This design comes from an exercise in tuning for small area and a short achievable clock period on the open sky130 flow, not from production work. Only simulation tests tie the RTL to the original design; equivalence was not proved. Power is estimated from default activity; no workload was simulated.

==> flow/design.v, too long to show whole: its modules and the start of the top module <==
// module fp_multiplier: 1594 lines
// module fa3: 4 lines
// module ha2: 4 lines
module fp_multiplier(input [31:0] a, input [31:0] b, output [31:0] out, input clk,
	input rst, input in_valid, output out_valid);
  // ...
==> flow/run.sh <==
#!/bin/bash
# synth_recipe.tcl (not shown) runs the flow's synth.tcl, then flattens the netlist and writes it again
# the make line also repeats each setting of config.mk as NAME=value (left out here)
make -C /OpenROAD-flow-scripts/flow DESIGN_CONFIG=/design/flow/config.mk WORK_HOME=/design/flow/orfs CLKGATE_MAP_FILE= SYNTH_SCRIPT=/design/flow/synth_recipe.tcl finish
==> flow/config.mk <==
export PLATFORM = sky130hd
export DESIGN_NAME = fp_multiplier
export DESIGN_NICKNAME = fp_multiplier
export VERILOG_FILES = /design/flow/design.v
export SDC_FILE = /design/flow/constraint.sdc
export NUM_CORES = 4
export LEC_CHECK = 0
export CAP_MARGIN = 20
export CORE_MARGIN = 2
export CORE_UTILIZATION = 40
export CTS_BUF_LIST = sky130_fd_sc_hd__clkbuf_8
export CTS_CLUSTER_DIAMETER = 100
export CTS_CLUSTER_SIZE = 16
export SETUP_SLACK_MARGIN = 0.4
export SLEW_MARGIN = 20
export SYNTH_HIERARCHICAL = 1
==> flow/constraint.sdc <==
create_clock -name core_clock -period 2.5 [get_ports {clk}]
set_input_delay 0.5000 -clock core_clock [delete_from_list [all_inputs] [get_ports {clk}]]
set_output_delay 0.5000 -clock core_clock [all_outputs]
set_load 0.01 [all_outputs]
==> summary.txt, run 1 <==
- Mapped Area: 21550 sq um
- P_sw: 11.14 mW
- Antenna violations before repair: 1
- Synth Area in Simple Gates: 4.274%
- DR WL/cell: 23.92 um
- Drt total wl: 68080 um
- Clk sink count: 363
- Ant diodes: 1
- Core area: 53500 sq um
- Nets: 2522
- R2r setup slk: 0.09 ns
- Netlist cell types: 60
- Crit path max-delay family: buffers and inverters
- Clock Network Area Fraction: 1.372%
- Site row count: 85
- Met1 GRT Util: 30.51%
- CTS tree: built
- Slew headroom: 61.43%
- FF-to-FF End: n800_r2$_DFF_P_
- NonClk Buf Share: 14.22%
- Dpl ws: -0.8252 ns
- Worst Path Buf+Inv: 4
- Status: timing/DRC/antenna clean
- Inverter count: 71
- Num CTS Buffers: 26
- Gr ovfl total: 0
- Die Span Y: 236.1 um
- Multi-input gate share of total cell area: 54.26%
- Mux contribution to synthesized area: 1.725%
- Worst setup endpoint: out[18]
- Mapped Cells: 1973
- Fin. Hold Viols: 0
- Ys Warns: 7
- Final setup violation count: 0
- Yosys reg bits: 363
- Commonest non-fill, non-tap cells in the layout: dfxtp_1 (300), xnor2_1 (205), a22o_1 (164), buf_4 (157), a221oi_2 (113)
- Pwr top: combinational cells
- Sequential share of the synthesized area: 33.73%
- Switching fraction of total power: 38.02%
- Top cells by count, synth: dfxtp_1 (363), xnor2_1 (239), a221oi_1 (174)
- Largest register FFs: 4
- Top-area cell type share of the netlist area: 33.73%
- HP Start: a[13]
- Post-Syn Nets: 2347
==> inputs of run 2 (changes only) <==
--- a/flow/config.mk
+++ b/flow/config.mk
@@ -12,5 +12,5 @@
 export CTS_CLUSTER_DIAMETER = 100
 export CTS_CLUSTER_SIZE = 16
-export SETUP_SLACK_MARGIN = 0.4
+export SETUP_SLACK_MARGIN = 0.2
 export SLEW_MARGIN = 20
 export SYNTH_HIERARCHICAL = 1
==> run 2 against run 1 <==
Effect of this change: clock power hardly changed; non-clock buffer count fell by 84; setup slack better by 0.083 ns; fmax is 3.5% higher; worst hold slack improved by 0.058 ns; clock skew about the same; highest routed layer is now met5.
==> summary.txt, run 2 <==
- Mapped Area: 21550 sq um (unchanged)
- Main combinational cell family by area after synthesis: adder cells
- Leakage: 10.60 nW
- H-tree depth: 1
- FF-to-FF End: n814_r2$_DFF_P_
- Global-route wire length before repair: 94050 um
- CP Cell Sequence: buf_12, a22o_1, a221oi_2, xnor2_2, fa_2, fa_2
- Mapped Cells: 1973 (unchanged)
- Site row count: 85 (unchanged)
- HP Start: a[1]
- Ys Warns: 7 (unchanged)
- Die width: 236.1 um
- Area contributors post-synth: dfxtp_1 (34%), fa_1 (15%), xnor2_1 (9.7%)
- Clock latency (worst-skew pair): 0.62 ns
- Crit. path cell count: 6
- Top-area cell type share of the netlist area: 33.73% (unchanged)
- Synth Area in Compound Gates: 20.64%
- Overall Power: 27.11 mW
- Initial Util: 40.28%
- Most common cell in the netlist: dfxtp_1
- Crit path capture type: flip-flop
- DRT iter0 DRCs: 1328
- Hpwl dp: 41970 um
- Num CTS Buffers: 26 (unchanged)
- Worst Skew: 0.01393 ns
- Adder-Cell Fraction of Synth Area: 23.54%
- Largest register FFs: 4 (unchanged)
- DRT antenna net count: 0
- Worst-Margin Slew: 0.6125 ns
- CP max-delay cell: fa_2
- Vias: 15960
- Max-cap violation count: 0
- Worst setup endpoint: n814_r2$_DFF_P_
- Xor/xnor cell area share of the yosys netlist: 10.45%
- I/O Pins: 100
- RSZ-0062 raised after global routing: yes
- Layout cells sized above 1: 23.28%
- Core area: 53500 sq um (unchanged)
- Max-slew violation count: 0
- Setup Crit Path Kind: reg2reg
- Fin. Hold Viols: 0 (unchanged)
- Commonest non-fill, non-tap cells in the layout: dfxtp_1 (329), xnor2_1 (233), a22o_1 (165), fa_1 (153), ha_1 (129)
- Worst Path Buf+Inv: 1 (-3)
- DRC: 0
- Fillers: 4769
- DR WL/cell: 21.88 um (-8.5%)
- Synthesized area per cell: 10.92 sq um
- Slew headroom: 59.11% (-2.3 points)
- Cell mode on critical path: fa_2
- Worst flop-to-flop path startpoint: n581_r1$_DFF_P_
- Crit path max-delay family: adder cells
- Hold buffer count at cts: 0
- Vias in the first global route: 16360
- Die area: 55740 sq um
- Die Span Y: 236.1 um (unchanged)
- CP Max Fanout: 26
- Fmax achieved: 419.9 MHz
- Antenna violations before repair: 2 (+1)
- Reg clk slew, reported paths: 0.10 ns
- Startpoint Class: flip-flop
- Drt total wl: 60470 um (-11%)
- Drt first pass iters: 5
- IR drop worst, VDD: 0.4395 mV
- R2r setup slk: 0.12 ns (+0.03 ns)
- Area Growth Syn to Fin: 20.85%
- CTS tree: built
- Worst Setup SP: n581_r1$_DFF_P_
- Port Buffers: 99
- Nets: 2438 (-3.3%)
- Synth Area in Simple Gates: 4.274% (unchanged)
- Worst path max stage delay: 0.57 ns
- GRT Total Usage: 21.32%
- CTS root buffer: clkbuf_8
- Commonest non-fill, non-tap cell in the layout: dfxtp_1
- Post-Syn Nets: 2347 (unchanged)
- Top_reg_cell synth: dfxtp_1
- Post-synth EDFFs: 0
- FF-to-FF path depth: 6
- Netlist cell types: 60 (unchanged)
- Cell taking the most area after synthesis: dfxtp_1
- Top cells by count, synth: dfxtp_1 (363), xnor2_1 (239), a221oi_1 (174)
- Mux contribution to synthesized area: 1.725% (unchanged)
- Critical Path RT: 3.06 ns
- Reg with most FFs: valid
- Final setup violation count: 0 (unchanged)
- Clk sink count: 363 (unchanged)
- Utilization after layout: 48.68%
- Tcrit/Tclk final: 95.26%
- Routed vias/inst: 5.773
- Routability cong.: 0.9193
- Gr ovfl total: 0 (unchanged)
- Async set-reset flop share out of synthesis: 0%
- Status: timing/DRC/antenna clean
- Clock Path Buffers: 3
- Min Tclk post-route: 2.381 ns
- Yosys reg bits: 363 (unchanged)
- Hold Path Class: in2reg
- Critical Path AT: 2.94 ns
- Sequential share of the synthesized area: 33.73% (unchanged)
- Pwr Density: 1041 nW/um^2
- Largest net degree at the start of global routing: 28
run 2: logic make-up (layout without fill, tap and decap cells):
| family | after synthesis | after routing |
|---|---|---|
| other | 0 | 2 |
| AND/OR/NAND/NOR | 169 | 169 |
| XOR/XNOR | 257 | 257 |
| flip-flops | 363 | 363 |
| adder cells (fa/ha/maj) | 307 | 307 |
| AO/OA/AOI/OAI | 552 | 552 |
| buffers and inverters | 292 | 385 |
| multiplexers | 33 | 33 |
run 2: how the worst min path moves through the flow:
stage,slack [ns],cells after the start,to
2_1_floorplan,0.31,0,cl_s00_r2$_DFF_P_
3_3_place_gp,0.31,0,sg_s0_r4$_DFF_P_
3_5_place_dp,0.31,0,e_s04_r2$_DFF_P_
4_1_cts,0.14,1,a2_r1$_DFF_P_
5_1_grt,0.06,2,a1_r1$_DFF_P_
6_report,0.11,2,a1_r1$_DFF_P_
run 2: repair_timing:
item,4_1_cts,5_1_grt
setup buffers,8,24
pin swaps,53,57
setup endpoints to repair,97,103
gates resized for setup,241,156
gates cloned,2,0
run 2: where the power goes:
part	total, mW	leakage (nW)	switching, mW	internal (mW)
logic	14.8	7.33	7.07	7.77
registers	9.50	3.05	1.34	8.15
clock network	2.78	0.214	1.75	1.03
run 2: stage by stage:
step | instances | setup WS (ns) | setup TNS [ns] | hold WS, ns | instance area [sq um]
after floorplan | 1973 | -0.04402 | -0.04402 | 0.3096 | 21810
after global placement | 2698 | -0.7655 | -6.605 | 0.3114 | 24380
after detailed placement | 2698 | -0.8463 | -7.896 | 0.3121 | 24380
after CTS | 2738 | 0.06519 | 0 | 0.1404 | 25190
after global routing | 2762 | 0.05197 | 0 | 0.06021 | 26030
final | 2764 | 0.1186 | 0 | 0.1054 | 26040
run 2: Yosys stat by module (local to each module, per instance):
module	area, sq um	flops+latches
fp_multiplier	17910	363
ha2	12.51	0
fa3	20.02	0
run 2: routing by layer:
metal  vias to the layer above  track usage [%]  share of wire (%)
li1                       7225                -                  -
met4                         2            9.998                4.3
met3                       194            4.342                8.7
met5                         -                0              0.018
met1                      7788            28.66                 43
met2                       747            32.92                 44
run 2: final cells by class:
cell class	count	area, sq um	area share [%]
Timing Repair Buffer	284	3050	11.71
Antenna cell	2	5.005	0.01922
Clock buffer	29	399.1	1.533
Inverter	71	275.3	1.057
Sequential cell	363	7325	28.13
Clock inverter	1	3.754	0.01442
Multi-Input combinational cell	1318	14110	54.19
Tap cell	696	870.8	3.344
==> inputs of run 3 (changes only) <==
--- a/flow/config.mk
+++ b/flow/config.mk
@@ -12,5 +12,5 @@
 export CTS_CLUSTER_DIAMETER = 100
 export CTS_CLUSTER_SIZE = 16
-export SETUP_SLACK_MARGIN = 0.2
+export GPL_TIMING_DRIVEN = 0
 export SLEW_MARGIN = 20
 export SYNTH_HIERARCHICAL = 1
==> run 3 against run 2 <==
Effect of this change: non-clock buffer count up 23; synthesized cell count unchanged; sequential cell count unchanged; largest cell class unchanged; global-route usage up 5.9 points; cell count up 0.83%; utilization down 0.92 points; now fails the layout checks on setup timing; area after synthesis unchanged; combinational power about the same; register-to-register slack worse by 0.16 ns.
==> summary.txt, run 3 <==
- Final worst setup slack: -0.03850 ns (-0.1571 ns)
- CTS root buffer: clkbuf_8
- Max-slew violation count: 0 (unchanged)
- Hold Path Class: in2reg
- Cell taking the most area after synthesis: dfxtp_1
- Site row count: 85 (unchanged)
- Area Growth Syn to Fin: 18.56%
- DRT iter0 DRCs: 1149 (-13%)
- Top-area cell type share of the netlist area: 33.73% (unchanged)
- Area contributors post-synth: dfxtp_1 (34%), fa_1 (15%), xnor2_1 (9.7%)
- R2r setup slk: -0.04 ns (-0.16 ns)
- Fin Setup TNS: -0.07979 ns (-0.07979 ns)
- Pint: 16.77 mW (-1.0%)
- Crit path capture type: flip-flop
- Synthesized area per cell: 10.92 sq um (unchanged)
- IR drop worst, VDD: 0.4483 mV (+2.0%)
- Top_reg_cell synth: dfxtp_1
- Routed vias/inst: 5.819 (+0.80%)
- FF-to-FF End: n800_r2$_DFF_P_
- DRC: 0 (unchanged)
- Worst hold path depth: 1 (-1)
- Post-Syn Nets: 2347 (unchanged)
- Gr ovfl total: 0 (unchanged)
- Die Span Y: 236.1 um (unchanged)
- Reg with most FFs: valid
- Hold buffer count at cts: 0 (unchanged)
- Netlist cell types: 60 (unchanged)
- Mapped Cells: 1973 (unchanged)
- CTS tree: built
- Fin. Hold Viols: 0 (unchanged)
- Clock latency (worst-skew pair): 0.64 ns (+0.02 ns)
- DR WL/cell: 27.58 um (+26%)
- Hold Path Sink: a1_r1$_DFF_P_
- FF+latch area: 7363 sq um (+0.53%)
- RSZ-0062 raised after global routing: yes
- P_sw: 10.62 mW (+4.4%)
- Tcrit/Tclk final: 101.5% (+6.3 points)
- Slew headroom: 49.78% (-9.3 points)
- Setup Crit Path Kind: reg2reg
- Status: finished with violations
- Vias: 16220 (+1.6%)
- Drt first pass iters: 5 (unchanged)
- Startpoint Class: flip-flop
- Min Tclk post-route: 2.539 ns (+0.1571 ns)
- Die width: 236.1 um (unchanged)
- FF-to-FF path depth: 5 (-1)
- Largest register FFs: 4 (unchanged)
- HP Start: a[1]
- Dpl ws: -1.035 ns (-0.1886 ns)
- Async set-reset flop share out of synthesis: 0% (unchanged)
- Post-synth EDFFs: 0 (unchanged)
- Worst flop-to-flop path startpoint: a9_r1$_DFF_P_
- GRT Total Usage: 27.21% (+5.9 points)
- Fmax achieved: 393.9 MHz (-6.2%)
- Reg clk slew, reported paths: 0.09 ns (about the same)
- Switching fraction of total power: 38.77% (+1.3 points)
- Drt total wl: 76880 um (+27%)
- Ys Warns: 7 (unchanged)
- Worst Skew: 0.01943 ns (+0.005491 ns)
- Final setup violation count: 4 (+4)
- Layout Check Fails: setup timing
- Clock Path Buffers: 3 (unchanged)
- Port Buffers: 98 (-1.0%)
- Pwr Density: 1072 nW/um^2 (+2.9%)
- Combinational Power Share: 54.4% (-0.3 points)
- Leakage: 10.51 nW (-0.85%)
- Vias in the first global route: 16690 (+2.0%)
- Initial Util: 40.28% (unchanged)
- Area of the multi-input gates: 14070 sq um (-0.29%)
- Sequential share of the synthesized area: 33.73% (unchanged)
- Commonest non-fill, non-tap cells in the layout: dfxtp_1 (316), xnor2_1 (221), a22o_1 (166), fa_1 (151), ha_1 (135)
- Die area: 55740 sq um (unchanged)
- Antenna violations before repair: 1 (-1)
- Most common cell in the netlist: dfxtp_1
- Nets: 2462 (+0.98%)
- Commonest non-fill, non-tap cell in the layout: dfxtp_1
- Utilization after layout: 47.76% (-0.92 points)
- I/O Pins: 100 (unchanged)
- Mapped Area: 21550 sq um (unchanged)
- CP Max Fanout: 10 (-62%)
- H-tree depth: 1 (unchanged)
- Reg power frac: 35.2% (+0.2 points)
- Clk network pwr share: 10.4% (about the same)
- Yosys reg bits: 363 (unchanged)
- Clk sink count: 363 (unchanged)
- Hpwl dp: 59790 um (+42%)
- Layout cells sized above 1: 23.83% (+0.55 points)
- Global-route wire length before repair: 111900 um (+19%)
- Worst-Margin Slew: 0.7523 ns (+0.1398 ns)
- Fillers: 4956 (+3.9%)
- Critical Path RT: 3.02 ns (-0.04 ns)
- Top cells by count, synth: dfxtp_1 (363), xnor2_1 (239), a221oi_1 (174)
- Routability cong.: 1.044 (+14%)
- Max-cap violation count: 0 (unchanged)
- DRT antenna net count: 0 (unchanged)
- Largest net degree at the start of global routing: 17 (-39%)
- Critical Path AT: 3.06 ns (+0.12 ns)
- Core area: 53500 sq um (unchanged)
- Num CTS Buffers: 27 (+3.8%)
-- run 3: cell counts after synthesis --
No cell type changed its count.
-- run 3: area by class of cell --
cell class	instances	area share (%)
diodes	1	0.009795
plain buffers	165	4.423
repair buffers	142	5.461
multi-input cells	1318	55.07
flip-flops and latches	363	28.82
clock inverters	3	0.1273
clock buffers	28	1.508
well taps	696	3.409
inverters	71	1.171
-- run 3: per-layer routing --
metal | part of all wire (%) | track usage, % | vias up
li1 | - | - | 7301
met1 | 44 | 36.84 | 8095
met2 | 45 | 43.38 | 649
met3 | 6.8 | 3.827 | 173
met4 | 4.9 | 12.01 | 0
met5 | 0 | 0 | -
-- run 3: cell families after synthesis --
family,Yosys count,synth area share [%]
flip-flops,363,33.73
adder cells (fa/ha/maj),307,23.54
multiplexers,33,1.725
buffers and inverters,292,5.650
AO/OA/AOI/OAI,552,20.64
XOR/XNOR,257,10.45
AND/OR/NAND/NOR,169,4.274
-- run 3: repair_timing --
action	4_1_cts	5_1_grt
pin swaps	49	39
buffers inserted	38	8
gates cloned	2	0
setup endpoints to repair	171	96
resized for setup	533	188
-- run 3: how the worst max path moves through the flow --
stage,startpoint,to
CTS,a1_r1$_DFF_P_,n636_r2$_DFF_P_
global placement,n384_r1$_DFF_P_,n970_r2$_DFF_P_
floorplan,a[1],n223_r1$_DFF_P_
detailed placement,a[4],n591_r1$_DFF_P_
global route,n1305_r4$_DFF_P_,out[11]
finish,a9_r1$_DFF_P_,n800_r2$_DFF_P_
-- run 3: power groups by stage --
stage | Combinational, mW | Sequential (mW) | Clock [mW]
final | 14.9 | 9.63 | 2.84
after global routing | 16.9 | 9.84 | 3.20
after CTS | 15.2 | 9.54 | 2.99
after detailed placement | 14.4 | 9.40 | 0
after global placement | 14.1 | 9.33 | 0
after floorplan | 9.77 | 9.03 | 0
-- run 3: through the flow --
step | cells | power [mW] | instance area [sq um] | hold WS [ns]
after detailed placement | 2767 | 23.76 | 23460 | 0.3132
after global placement | 2767 | 23.41 | 23460 | 0.3121
after floorplan | 1973 | 18.79 | 21600 | 0.3096
after CTS | 2795 | 27.68 | 25130 | 0.1644
final | 2787 | 27.39 | 25550 | 0.06006
after global routing | 2787 | 29.98 | 25550 | 0.01774
-- run 3: modules after synthesis, one instance, submodules excluded --
module / area (sq um) / flip-flops and latches
fa3: 20.02 / 0
ha2: 12.51 / 0
fp_multiplier: 17910 / 363
-- run 3: worst max-delay path, stage by stage (launching register included) --
cell and delay [ns]:
dfxtp_2 0.54, buf_4 0.35, a221oi_1 0.14, xnor2_1 0.40, fa_1 0.55, fa_1 0.45
==> inputs of run 4 (changes only) <==
--- a/flow/config.mk
+++ b/flow/config.mk
@@ -12,5 +12,4 @@
 export CTS_CLUSTER_DIAMETER = 100
 export CTS_CLUSTER_SIZE = 16
-export GPL_TIMING_DRIVEN = 0
 export SLEW_MARGIN = 20
 export SYNTH_HIERARCHICAL = 1
==> run 4 against run 3 <==
Effect of this change: the run now finishes clean; utilization shrank 1.3 points; clock skew grew 0.017 ns; sequential share of layout area grew 0.47 points; cell count shrank 1.6%; via count shrank 2.3%; final area shrank 2.7%; combinational power shrank 7%; synthesized cell count is the same; sequential power shrank 2%; die area is the same; routed wire length shrank 23%; critical path depth is the same; largest power group unchanged.
==> summary.txt, run 4 <==
- Gr ovfl total: 0 (unchanged)
- DRT antenna net count: 0 (unchanged)
- RSZ-0062 raised after global routing: yes
- Largest net degree at the start of global routing: 28 (+11)
- Synthesized area per cell: 10.92 sq um (unchanged)
- Area Growth Syn to Fin: 15.39%
- Reg clk slew, reported paths: 0.09 ns (about the same)
- Antenna violations before repair: 0 (-1)
- Fin. Hold Viols: 0 (unchanged)
- Hold buffer count at cts: 0 (unchanged)
- Ant diodes: 0 (-1)
- FF-to-FF path depth: 5 (unchanged)
- Worst-Margin Slew: 0.6896 ns (-0.06268 ns)
- Most common cell in the netlist: dfxtp_1
- Max-cap violation count: 0 (unchanged)
- Yosys reg bits: 363 (unchanged)
- GRT Total Usage: 21.13% (-6.1 points)
- Critical Path RT: 2.99 ns (-0.03 ns)
- Netlist cell types: 60 (unchanged)
- Pwr Density: 1050 nW/um^2 (-2.1%)
- Die Span Y: 236.1 um (unchanged)
- Overall Power: 26.11 mW (-4.7%)
- Area of the multi-input gates: 13250 sq um (-5.8%)
- FF+latch area: 7282 sq um (-1.1%)
- DRC: 0 (unchanged)
- Status: timing/DRC/antenna clean
- Port Buffers: 99 (+1.0%)
- Global-route wire length before repair: 93280 um (-17%)
- Clock Path Buffers: 3 (unchanged)
- Vias: 15840 (-2.3%)
- Top_reg_cell synth: dfxtp_1
- Setup Crit Path Kind: reg2reg
- Commonest non-fill, non-tap cell in the layout: dfxtp_1
- Post-Syn Nets: 2347 (unchanged)
- Fillers: 4986 (+0.61%)
- DP Cell Count: 2696 (-2.6%)
- Final setup violation count: 0 (-4)
- Leakage: 10.16 nW (-3.3%)
- HP Start: a[9]
- DRT iter0 DRCs: 1797 (+56%)
- Fin area: 24860 sq um (-2.7%)
- Top-area cell type share of the netlist area: 33.73% (unchanged)
- DR WL/cell: 21.70 um (-21%)
- Site row count: 85 (unchanged)
- Num CTS Buffers: 26 (-3.7%)
- Routed vias/inst: 5.775 (-0.76%)
- Die area: 55740 sq um (unchanged)
- Crit path capture type: flip-flop
- Clock latency (worst-skew pair): 0.64 ns (about the same)
- Worst hold path depth: 1 (unchanged)
- Commonest non-fill, non-tap cells in the layout: dfxtp_1 (353), xnor2_1 (239), a221oi_1 (171), a22o_1 (166), fa_1 (164)
- Worst flop-to-flop path startpoint: n236_r1$_DFF_P_
- Drt first pass iters: 8 (+3)
- H-tree depth: 1 (unchanged)
- Clk sink count: 363 (unchanged)
- Fmax achieved: 409.4 MHz (+3.9%)
- Mapped Area: 21550 sq um (unchanged)
- Worst Skew: 0.03636 ns (+0.01694 ns)
- Hold slack: 0.08245 ns (+0.02239 ns)
- Ys Warns: 7 (unchanged)
- Core area: 53500 sq um (unchanged)
- Max-slew violation count: 0 (unchanged)
- CTS root buffer: clkbuf_8
- Sequential share of the synthesized area: 33.73% (unchanged)
- Routability cong.: 0.9250 (-11%)
- IR drop worst, VDD: 0.4889 mV (+9.0%)
- Drt total wl: 59510 um (-23%)
- Nets: 2420 (-1.7%)
- Critical Path AT: 2.93 ns (-0.13 ns)
- Top cells by count, synth: dfxtp_1 (363), xnor2_1 (239), a221oi_1 (174)
- Tcrit/Tclk final: 97.70% (-3.8 points)
- CP Max Fanout: 8 (-2)
- Reg with most FFs: valid
- Worst Setup SP: n236_r1$_DFF_P_
- Hold Path Class: in2reg
- Area contributors post-synth: dfxtp_1 (34%), fa_1 (15%), xnor2_1 (9.7%)
- Slew headroom: 53.96% (+4.2 points)
- Vias in the first global route: 15980 (-4.3%)
- Cell Area, Placed: 24180 sq um (+3.1%)
- Startpoint Class: flip-flop
- Min Tclk post-route: 2.442 ns (-0.09606 ns)
- Cell taking the most area after synthesis: dfxtp_1
- I/O Pins: 100 (unchanged)
- Post-synth EDFFs: 0 (unchanged)
- Async set-reset flop share out of synthesis: 0% (unchanged)
- Cell Count, Final, Fillers Out: 2743 (-1.6%)
- Largest register FFs: 4 (unchanged)
- Die width: 236.1 um (unchanged)
- Mapped Cells: 1973 (unchanged)
- Layout cells sized above 1: 14.90% (-8.9 points)
- Hpwl dp: 41890 um (-30%)
- CTS tree: built
- Initial Util: 40.28% (unchanged)
- Fin Setup TNS: 0 ns (+0.07979 ns)
[run 4: cell counts after synthesis]
Identical to the previous run, type by type.
[run 4: routing by layer]
| metal | routed length [um] | vias to the layer above | global-route usage, % | part of all wire [%] |
|---|---|---|---|---|
| met4 | 2186 | 0 | 7.392 | 3.7 |
| li1 | - | 7182 | - | - |
| met1 | 25640 | 7715 | 28.76 | 43 |
| met5 | 0 | - | 0 | 0 |
| met2 | 26530 | 796 | 33.39 | 45 |
| met3 | 5154 | 148 | 4.272 | 8.7 |
[run 4: final cells by class]
class	count	share of cell area, %
multi-input cells	1318	53.30
flip-flops and latches	363	29.29
inverters	71	1.102
clock buffers	27	1.495
well taps	696	3.503
clock inverters	2	0.05536
repair buffers	266	11.25
[run 4: what timing repair did]
| action | CTS | global route |
|---|---|---|
| cloned | 3 | 0 |
| setup buffers | 6 | 10 |
| setup endpoints to repair | 37 | 37 |
| gates resized for setup | 120 | 44 |
| pin swaps | 7 | 15 |
[run 4: final timing paths]
path                                          to  slack, ns
worst max-delay path             n844_r2$_DFF_P_       0.06
worst min-delay path               a9_r1$_DFF_P_       0.08
worst max register to register   n844_r2$_DFF_P_       0.06
worst min register to register  e_s07_r3$_DFF_P_       0.33
[run 4: critical path: stages, from the launching register on]
cell and delay, ns:
dfxtp_1 0.77, a22o_1 0.26, a221oi_1 0.06, xnor2_1 0.22, fa_1 0.47, fa_1 0.51
[run 4: through the flow]
| stage | util, % | setup WS, ns |
|---|---|---|
| after floorplan | - | -0.04586 |
| after global placement | 45.20 | -0.7699 |
| after detailed placement | 45.20 | -0.8255 |
| after CTS | 46.08 | -0.06703 |
| after global routing | 46.48 | -0.01652 |
| final | 46.48 | 0.05756 |
[run 4: where the power goes]
group	total [mW]	switching [mW]	internal, mW
logic	13.9	6.78	7.14
registers	9.44	1.30	8.14
clock network	2.74	1.77	0.974
total	26.1	9.85	16.3
[run 4: modules after synthesis, one instance, submodules excluded]
module | times used | cell area (sq um)
fa3 | 159 | 20.02
fp_multiplier | 1 | 17910
ha2 | 36 | 12.51
[run 4: kinds of logic after synthesis]
family / Yosys count / synth area share, %
DFF: 363 / 33.73
xor gates and xnor gates: 257 / 10.45
adders and majority gates: 307 / 23.54
and+or+nand+nor: 169 / 4.274
AOI/OAI and AO/OA: 552 / 20.64
muxes: 33 / 1.725
buffers and inverters: 292 / 5.650
==> inputs of run 5 (changes only) <==
--- a/flow/config.mk
+++ b/flow/config.mk
@@ -12,4 +12,5 @@
 export CTS_CLUSTER_DIAMETER = 100
 export CTS_CLUSTER_SIZE = 16
+export SETUP_SLACK_MARGIN = 0.05
 export SLEW_MARGIN = 20
 export SYNTH_HIERARCHICAL = 1
==> run 5 against run 4 <==
Effect of this change: sequential power grew 0.4%; clock power up 2%; first-iteration DRC count decreased by 26%; utilization rose by 0.38 points; via count is 0.38% lower; setup slack lost 0.0013 ns; worst hold slack worse by 0.043 ns; area after synthesis unchanged; count of clock-buffer cells in the layout down 1; power increased by 1.2%; cell count rose by 0.11%; combinational power barely moved; critical endpoint is now n684_r2$_DFF_P_; largest power group unchanged.
==> summary.txt, run 5 <==
- Status: timing/DRC/antenna clean
- P_sw: 9.949 mW (+0.99%)
- Netlist cell types: 60 (unchanged)
- Post-synth EDFFs: 0 (unchanged)
- Reg power frac: 35.9% (-0.2 points)
- Async set-reset flop share out of synthesis: 0% (unchanged)
- Ant diodes: 0 (unchanged)
- DRC: 0 (unchanged)
- Fmax achieved: 409.2 MHz (about the same)
- Gr ovfl total: 0 (unchanged)
- Leakage: 10.31 nW (+1.5%)
- Num CTS Buffers: 26 (unchanged)
- Initial Util: 40.28% (unchanged)
- RSZ-0062 raised after global routing: yes
- Drt total wl: 59480 um (about the same)
- Worst Skew: 0.04334 ns (+0.006973 ns)
- Vias: 15780 (-0.38%)
- Hpwl dp: 42350 um (+1.1%)
- Post-Syn Nets: 2347 (unchanged)
- Startpoint Class: flip-flop
- Mapped Cells: 1973 (unchanged)
- Commonest non-fill, non-tap cell in the layout: dfxtp_1
- Ys Warns: 7 (unchanged)
- Top_reg_cell synth: dfxtp_1
- Worst Setup SP: a0_r1$_DFF_P_
- Area contributors post-synth: dfxtp_1 (34%), fa_1 (15%), xnor2_1 (9.7%)
- Site row count: 85 (unchanged)
- Cell taking the most area after synthesis: dfxtp_1
- Yosys reg bits: 363 (unchanged)
- I/O Pins: 100 (unchanged)
- Global-route wire length before repair: 93180 um (-0.10%)
- Setup Crit Path Kind: reg2reg
- Reg clk slew, reported paths: 0.10 ns (about the same)
- Layout cells sized above 1: 16.68% (+1.8 points)
- Reg with most FFs: valid
- Critical Path AT: 2.97 ns (+0.04 ns)
- Drt first pass iters: 6 (-2)
- Worst hold path depth: 1 (unchanged)
- Die area: 55740 sq um (unchanged)
- DR WL/cell: 21.66 um (-0.16%)
- Area Growth Syn to Fin: 16.32%
- IR drop worst, VDD: 0.4996 mV (+2.2%)
- Combinational Power Share: 53.5% (+0.2 points)
- Largest register FFs: 4 (unchanged)
- Nets: 2423 (+0.12%)
- CP Max Fanout: 6 (-2)
- CTS root buffer: clkbuf_8
- FF-to-FF path depth: 7 (+2)
- Core area: 53500 sq um (unchanged)
- Max-slew violation count: 0 (unchanged)
- Worst-Margin Slew: 0.7319 ns (+0.04229 ns)
- CTS tree: built
- Top cells by count, synth: dfxtp_1 (363), xnor2_1 (239), a221oi_1 (174)
- Clock latency (worst-skew pair): 0.65 ns (about the same)
- Routed vias/inst: 5.747 (-0.49%)
- Worst flop-to-flop path startpoint: a0_r1$_DFF_P_
- DRT antenna net count: 0 (unchanged)
- Worst setup endpoint: n684_r2$_DFF_P_
- Port Buffers: 99 (unchanged)
- Min Tclk post-route: 2.444 ns (+0.001260 ns)
- Clk network pwr share: 10.6% (about the same)
- Sequential share of the synthesized area: 33.73% (unchanged)
- Max-cap violation count: 0 (unchanged)
- Mapped Area: 21550 sq um (unchanged)
- Fillers: 4896 (-1.8%)
- Slew headroom: 51.14% (-2.8 points)
- Critical Path RT: 3.03 ns (+0.04 ns)
- Routability cong.: 0.9136 (-1.2%)
- Pwr Density: 1054 nW/um^2 (+0.36%)
- Clk sink count: 363 (unchanged)
- Hold Path Class: in2reg
- Synthesized area per cell: 10.92 sq um (unchanged)
- Antenna violations before repair: 0 (unchanged)
- GRT Total Usage: 21.04% (-0.091 points)
- Die Span Y: 236.1 um (unchanged)
- Largest net degree at the start of global routing: 28 (unchanged)
- Commonest non-fill, non-tap cells in the layout: dfxtp_1 (345), xnor2_1 (237), a22o_1 (166), fa_1 (164), a221oi_1 (156)
- Final setup violation count: 0 (unchanged)
- Top-area cell type share of the netlist area: 33.73% (unchanged)
- Hold buffer count at cts: 0 (unchanged)
- Tcrit/Tclk final: 97.75% (about the same)
- Pint: 16.46 mW (+1.3%)
- Die width: 236.1 um (unchanged)
- Vias in the first global route: 16160 (+1.1%)
- Crit path capture type: flip-flop
- Fin Setup TNS: 0 ns (unchanged)
- H-tree depth: 1 (unchanged)
- Clock Path Buffers: 3 (unchanged)
- DRT iter0 DRCs: 1338 (-26%)
- Utilization after layout: 46.85% (+0.38 points)
- FF-to-FF End: n684_r2$_DFF_P_
- R2r setup slk: 0.06 ns (about the same)
- Switching fraction of total power: 37.67% (-0.068 points)
- Most common cell in the netlist: dfxtp_1
- Fin. Hold Viols: 0 (unchanged)
run 5: changes by cell type in the layout (fill, tap and decap cells not counted), sizes merged:
cell	previous run	this run
dlygate4sd2	7	0
bufinv	0	1
clkdlybuf4s50	59	57
clkbuf	27	26
clkinv	1	0
dlymetal6s2s	7	10
clkdlybuf4s15	2	1
buf	191	201
inv	70	71
run 5: metal layers:
metal  vias up  routed length [um]  GRT usage, %
met5         -                   0             0
met4         0                2437         8.203
met3       183                5395         5.255
met2       740               26350         33.49
met1      7664               25300         27.48
li1       7194                   -             -
run 5: critical path, cell delays in order (launching register included):
cell	delay, ns
dfxtp_2	0.41
clkinvlp_4	0.18
buf_2	0.21
a21oi_1	0.18
o22ai_2	0.13
xnor2_2	0.26
fa_1	0.49
fa_1	0.48
run 5: layout make-up:
class | instances | area, sq um | share of cell area, %
clock inverter | 3 | 42.54 | 0.1697
timing repair buffer | 269 | 2823 | 11.26
clock buffer | 26 | 357.8 | 1.428
multi-input combinational | 1318 | 13400 | 53.48
sequential | 363 | 7292 | 29.09
inverter | 71 | 274.0 | 1.093
tap | 696 | 870.8 | 3.474
run 5: per-stage QoR:
stage               hold slack, ns  area, sq um  setup slack (ns)  power, mW  instances
finish                     0.03971        25060           0.05630      26.41       2746
global route               0.02243        25060          -0.02018      29.04       2746
CTS                         0.1509        24760          0.001402      26.60       2736
detailed placement          0.3121        24260           -0.8209      23.42       2701
global placement            0.3108        24260           -0.7284      23.12       2701
floorplan                   0.3096        21610          -0.04586      18.80       1973
run 5: cells by family (layout without fill, tap and decap cells):
group           count (synthesis)  after routing  synth area share (%)
compound gates                552            552                 20.64
flops                         363            363                 33.73
fa+ha+maj                     307            307                 23.54
buf+inv                       292            369                 5.650
xor+xnor                      257            257                 10.45
simple gates                  169            169                 4.274
mux                            33             33                 1.725
run 5: how the worst min path moves through the flow:
| stage | startpoint | endpoint | slack, ns |
|---|---|---|---|
| 6_report | a[10] | a10_r1$_DFF_P_ | 0.04 |
| 5_1_grt | a[10] | a10_r1$_DFF_P_ | 0.02 |
| 4_1_cts | a[2] | a2_r1$_DFF_P_ | 0.15 |
| 3_5_place_dp | e_s02_r2$_DFF_P_ | e_s02_r3$_DFF_P_ | 0.31 |
| 3_3_place_gp | e_s06_r2$_DFF_P_ | e_s06_r3$_DFF_P_ | 0.31 |
| 2_1_floorplan | cl_s00_r1$_DFF_P_ | cl_s00_r2$_DFF_P_ | 0.31 |
run 5: timing repair:
item,4_1_cts,5_1_grt
buffers inserted,4,11
gates cloned,2,0
resized for setup,163,65
pin swaps,18,24
setup endpoints to repair,47,56
run 5: modules after synthesis, one instance, submodules excluded:
module	cells	copies in the design	area [sq um]
ha2	1	36	12.51
fp_multiplier	1778	1	17910
fa3	1	159	20.02
run 5: power by group through the flow:
stage / Combinational [mW] / Sequential (mW) / Clock (mW)
3_3_place_gp: 13.6 / 9.50 / 0
2_1_floorplan: 9.77 / 9.03 / 0
4_1_cts: 14.1 / 9.48 / 2.99
5_1_grt: 16.2 / 9.71 / 3.15
6_report: 14.1 / 9.48 / 2.80
3_5_place_dp: 13.8 / 9.58 / 0
==> inputs of run 6 (changes only) <==
--- a/flow/config.mk
+++ b/flow/config.mk
@@ -9,8 +9,7 @@
 export CORE_MARGIN = 2
 export CORE_UTILIZATION = 40
-export CTS_BUF_LIST = sky130_fd_sc_hd__clkbuf_8
+export CTS_BUF_LIST = sky130_fd_sc_hd__clkbuf_4 sky130_fd_sc_hd__clkbuf_8
 export CTS_CLUSTER_DIAMETER = 100
 export CTS_CLUSTER_SIZE = 16
-export SETUP_SLACK_MARGIN = 0.05
 export SLEW_MARGIN = 20
 export SYNTH_HIERARCHICAL = 1
==> run 6 against run 5 <==
Effect of this change: sequential share of layout area up 0.20 points; count of clock-buffer cells in the layout up 1; combinational power about the same; area after synthesis unchanged; setup slack better by 0.0013 ns; largest cell class unchanged; largest power group unchanged.
==> summary.txt, run 6 <==
- Area contributors post-synth: dfxtp_1 (34%), fa_1 (15%), xnor2_1 (9.7%)
- CP max-delay cell: dfxtp_1
- Hold Path Sink: a9_r1$_DFF_P_
- Cell taking the most area after synthesis: dfxtp_1
- Final worst setup slack: 0.05756 ns (+0.001260 ns)
- Top cells by count, synth: dfxtp_1 (363), xnor2_1 (239), a221oi_1 (174)
- Min Tclk post-route: 2.442 ns (-0.001260 ns)
- P_sw: 9.851 mW (-0.98%)
- Drt total wl: 59510 um (about the same)
- Antenna violations before repair: 0 (unchanged)
- CP Cell Sequence: a22o_1, a221oi_1, xnor2_1, fa_1, fa_1
- Commonest non-fill, non-tap cells in the layout: dfxtp_1 (353), xnor2_1 (239), a221oi_1 (171), a22o_1 (166), fa_1 (164)
- RSZ-0062 raised after global routing: yes
- Die area: 55740 sq um (unchanged)
- Slew headroom: 53.96% (+2.8 points)
- Startpoint Class: flip-flop
- Ant diodes: 0 (unchanged)
- Sequential share of the synthesized area: 33.73% (unchanged)
- Hold slack: 0.08245 ns (+0.04274 ns)
- Port Buffers: 99 (unchanged)
- Top-area cell type share of the netlist area: 33.73% (unchanged)
- Pint: 16.26 mW (-1.3%)
- I/O Pins: 100 (unchanged)
- Leakage: 10.16 nW (-1.5%)
- H-tree depth: 1 (unchanged)
- Max-cap violation count: 0 (unchanged)
- Fin. Hold Viols: 0 (unchanged)
- Nets: 2420 (-0.12%)
- Fin Setup TNS: 0 ns (unchanged)
- FF-to-FF End: n844_r2$_DFF_P_
- Layout cells sized above 1: 14.90% (-1.8 points)
- Post-synth EDFFs: 0 (unchanged)
- Site row count: 85 (unchanged)
- Most common cell in the netlist: dfxtp_1
- Drt first pass iters: 8 (+2)
- Reg with most FFs: valid
- Largest register FFs: 4 (unchanged)
- CTS root buffer: clkbuf_8
- Die Span Y: 236.1 um (unchanged)
- DRC: 0 (unchanged)
- GRT Total Usage: 21.13% (+0.091 points)
- Die width: 236.1 um (unchanged)
- Initial Util: 40.28% (unchanged)
- Crit path capture type: flip-flop
- Post-Syn Nets: 2347 (unchanged)
- IR drop worst, VDD: 0.4889 mV (-2.2%)
- Top_reg_cell synth: dfxtp_1
- Crit path max-delay family: adder cells
- Reg clk slew, reported paths: 0.09 ns (about the same)
- Hpwl dp: 41890 um (-1.1%)
- Clk network pwr share: 10.5% (about the same)
- Num CTS Buffers: 26 (unchanged)
- CP Max Fanout: 8 (+2)
- Fmax achieved: 409.4 MHz (about the same)
- Clock latency (worst-skew pair): 0.64 ns (about the same)
- Worst flop-to-flop path startpoint: n236_r1$_DFF_P_
- Worst Skew: 0.03636 ns (-0.006973 ns)
- Switching fraction of total power: 37.73% (+0.068 points)
- Vias in the first global route: 15980 (-1.1%)
- Worst-Margin Slew: 0.6896 ns (-0.04229 ns)
- R2r setup slk: 0.06 ns (about the same)
- Worst hold path depth: 1 (unchanged)
- DRT iter0 DRCs: 1797 (+34%)
- Yosys reg bits: 363 (unchanged)
- Critical Path AT: 2.93 ns (-0.04 ns)
- Ys Warns: 7 (unchanged)
- Area Growth Syn to Fin: 15.39%
- DR WL/cell: 21.70 um (+0.16%)
- Async set-reset flop share out of synthesis: 0% (unchanged)
- FF-to-FF path depth: 5 (-2)
- Mapped Cells: 1973 (unchanged)
- Global-route wire length before repair: 93280 um (+0.10%)
- Clk sink count: 363 (unchanged)
- Utilization after layout: 46.48% (-0.38 points)
- Routed vias/inst: 5.775 (+0.49%)
- Largest net degree at the start of global routing: 28 (unchanged)
- Combinational Power Share: 53.3% (-0.2 points)
- Critical Path RT: 2.99 ns (-0.04 ns)
- Dpl ws: -0.8255 ns (-0.004628 ns)
- Gr ovfl total: 0 (unchanged)
- Worst Path Buf+Inv: 0 (-2)
- Synthesized area per cell: 10.92 sq um (unchanged)
- Cell mode on critical path: fa_1
- CTS tree: built
- Final setup violation count: 0 (unchanged)
- Commonest non-fill, non-tap cell in the layout: dfxtp_1
- Status: timing/DRC/antenna clean
- Routability cong.: 0.9250 (+1.2%)
- Worst path max stage delay: 0.77 ns (+0.28 ns)
- Tcrit/Tclk final: 97.70% (about the same)
- Clock Path Buffers: 3 (unchanged)
- DRT antenna net count: 0 (unchanged)
- Hold Path Class: in2reg
- Max-slew violation count: 0 (unchanged)
- Netlist cell types: 60 (unchanged)
- Overall Power: 26.11 mW (-1.2%)
- Reg power frac: 36.1% (+0.2 points)
- Pwr Density: 1050 nW/um^2 (-0.36%)
- Vias: 15840 (+0.38%)
- Mapped Area: 21550 sq um (unchanged)
- Setup Crit Path Kind: reg2reg
- Core area: 53500 sq um (unchanged)
- HP Start: a[9]
-- run 6: kinds of logic after synthesis --
logic type | share of synthesized area [%]
buffers and inverters | 5.650
flip-flops | 33.73
AO/OA/AOI/OAI | 20.64
adder cells (fa/ha/maj) | 23.54
AND/OR/NAND/NOR | 4.274
XOR/XNOR | 10.45
multiplexers | 1.725
-- run 6: metrics by stage --
stage,instance area [sq um],std cells
global route,24860,2743
detailed placement,24180,2696
floorplan,21600,1973
global placement,24180,2696
finish,24860,2743
CTS,24650,2734
-- run 6: metal layers --
layer | share of wire, % | global-route usage, % | up-vias
met3 | 8.7 | 4.272 | 148
met2 | 45 | 33.39 | 796
met4 | 3.7 | 7.392 | 0
met5 | 0 | 0 | -
met1 | 43 | 28.76 | 7715
li1 | - | - | 7182
-- run 6: worst max path at each step --
stage                           startpoint              end  slack (ns)  cells after the start
after floorplan                       a[1]  n223_r1$_DFF_P_       -0.05                      9
after global placement                a[2]  n223_r1$_DFF_P_       -0.77                     10
after detailed placement              a[2]  n223_r1$_DFF_P_       -0.83                     10
after CTS                 n1305_r4$_DFF_P_          out[14]       -0.07                      5
after global routing         a1_r1$_DFF_P_  n716_r2$_DFF_P_       -0.02                      6
final                      n236_r1$_DFF_P_  n844_r2$_DFF_P_        0.06                      5
-- run 6: layout make-up --
class                   instances  area (sq um)
well taps                     696         870.8
flip-flops and latches        363          7282
fillers                      4986         28630
repair buffers                266          2798
inverters                      71         274.0
clock buffers                  27         371.6
multi-input cells            1318         13250
clock inverters                 2         13.76
-- run 6: worst register-to-register path, delay by kind of cell (launching register included) --
kind                     cells  cell delay (ns)
AO/OA/AOI/OAI                2             0.33
XOR/XNOR                     1             0.22
adder cells (fa/ha/maj)      2             0.98
flip-flops                   1             0.77
-- run 6: repair_timing --
item                                    in CTS  in global routing
setup buffers                                6                 10
pin swaps                                    7                 15
resized for setup                          120                 44
hold buffers                                 0                  0
gates cloned                                 3                  0
endpoints found under the setup margin      37                 37
-- run 6: power groups by stage --
stage / logic, mW / registers (mW) / clock network [mW]
5_1_grt: 16.0 / 9.66 / 3.08
4_1_cts: 14.1 / 9.44 / 2.92
6_report: 13.9 / 9.44 / 2.74
2_1_floorplan: 9.77 / 9.03 / 0
3_3_place_gp: 13.6 / 9.48 / 0
3_5_place_dp: 13.8 / 9.55 / 0
-- run 6: per-module statistics from Yosys, one instance, submodules excluded --
module | cells inside | times used
fp_multiplier | 1778 | 1
ha2 | 1 | 36
fa3 | 1 | 159

what the ideal ports hide:
How much do the figures lean on ideal ports? The routed layouts below were timed once more, with nothing changed but the port constraints. Step 1 assumes that a clkbuf_16 drives the clock port and a buf_2 every other input. Step 2 also shifts input and output timing later by t, the mid clock arrival at the registers, as if the neighbouring blocks saw the same clock. a / b / c = no drivers / after step 1 / after step 2; a / b = the first two.
run	t, ns	setup WS [ns]	worst setup path after step 2	latest minus earliest clock arrival (ns)	pins driven straight from the clock port
run 1	0.665	0.036 / -0.019 / -0.245	input to register	0.019 / 0.019	1
run 2	0.662	0.119 / 0.078 / -0.398	input to register	0.018 / 0.018	1
run 3	0.692	-0.039 / -0.039 / -0.554	input to register	0.020 / 0.020	1
run 4	0.677	0.058 / 0.029 / -0.548	input to register	0.040 / 0.040	1
run 5	0.680	0.056 / 0.056 / -0.567	input to register	0.044 / 0.045	1
run 6	0.677	0.058 / 0.029 / -0.548	input to register	0.040 / 0.040	1
With both steps, setup timing fails in 5 of these runs, where it was met with ideal ports. For run 5, which loses most, drivers alone change the setup slack by 0.000 ns; drivers and shift together by -0.623 ns.
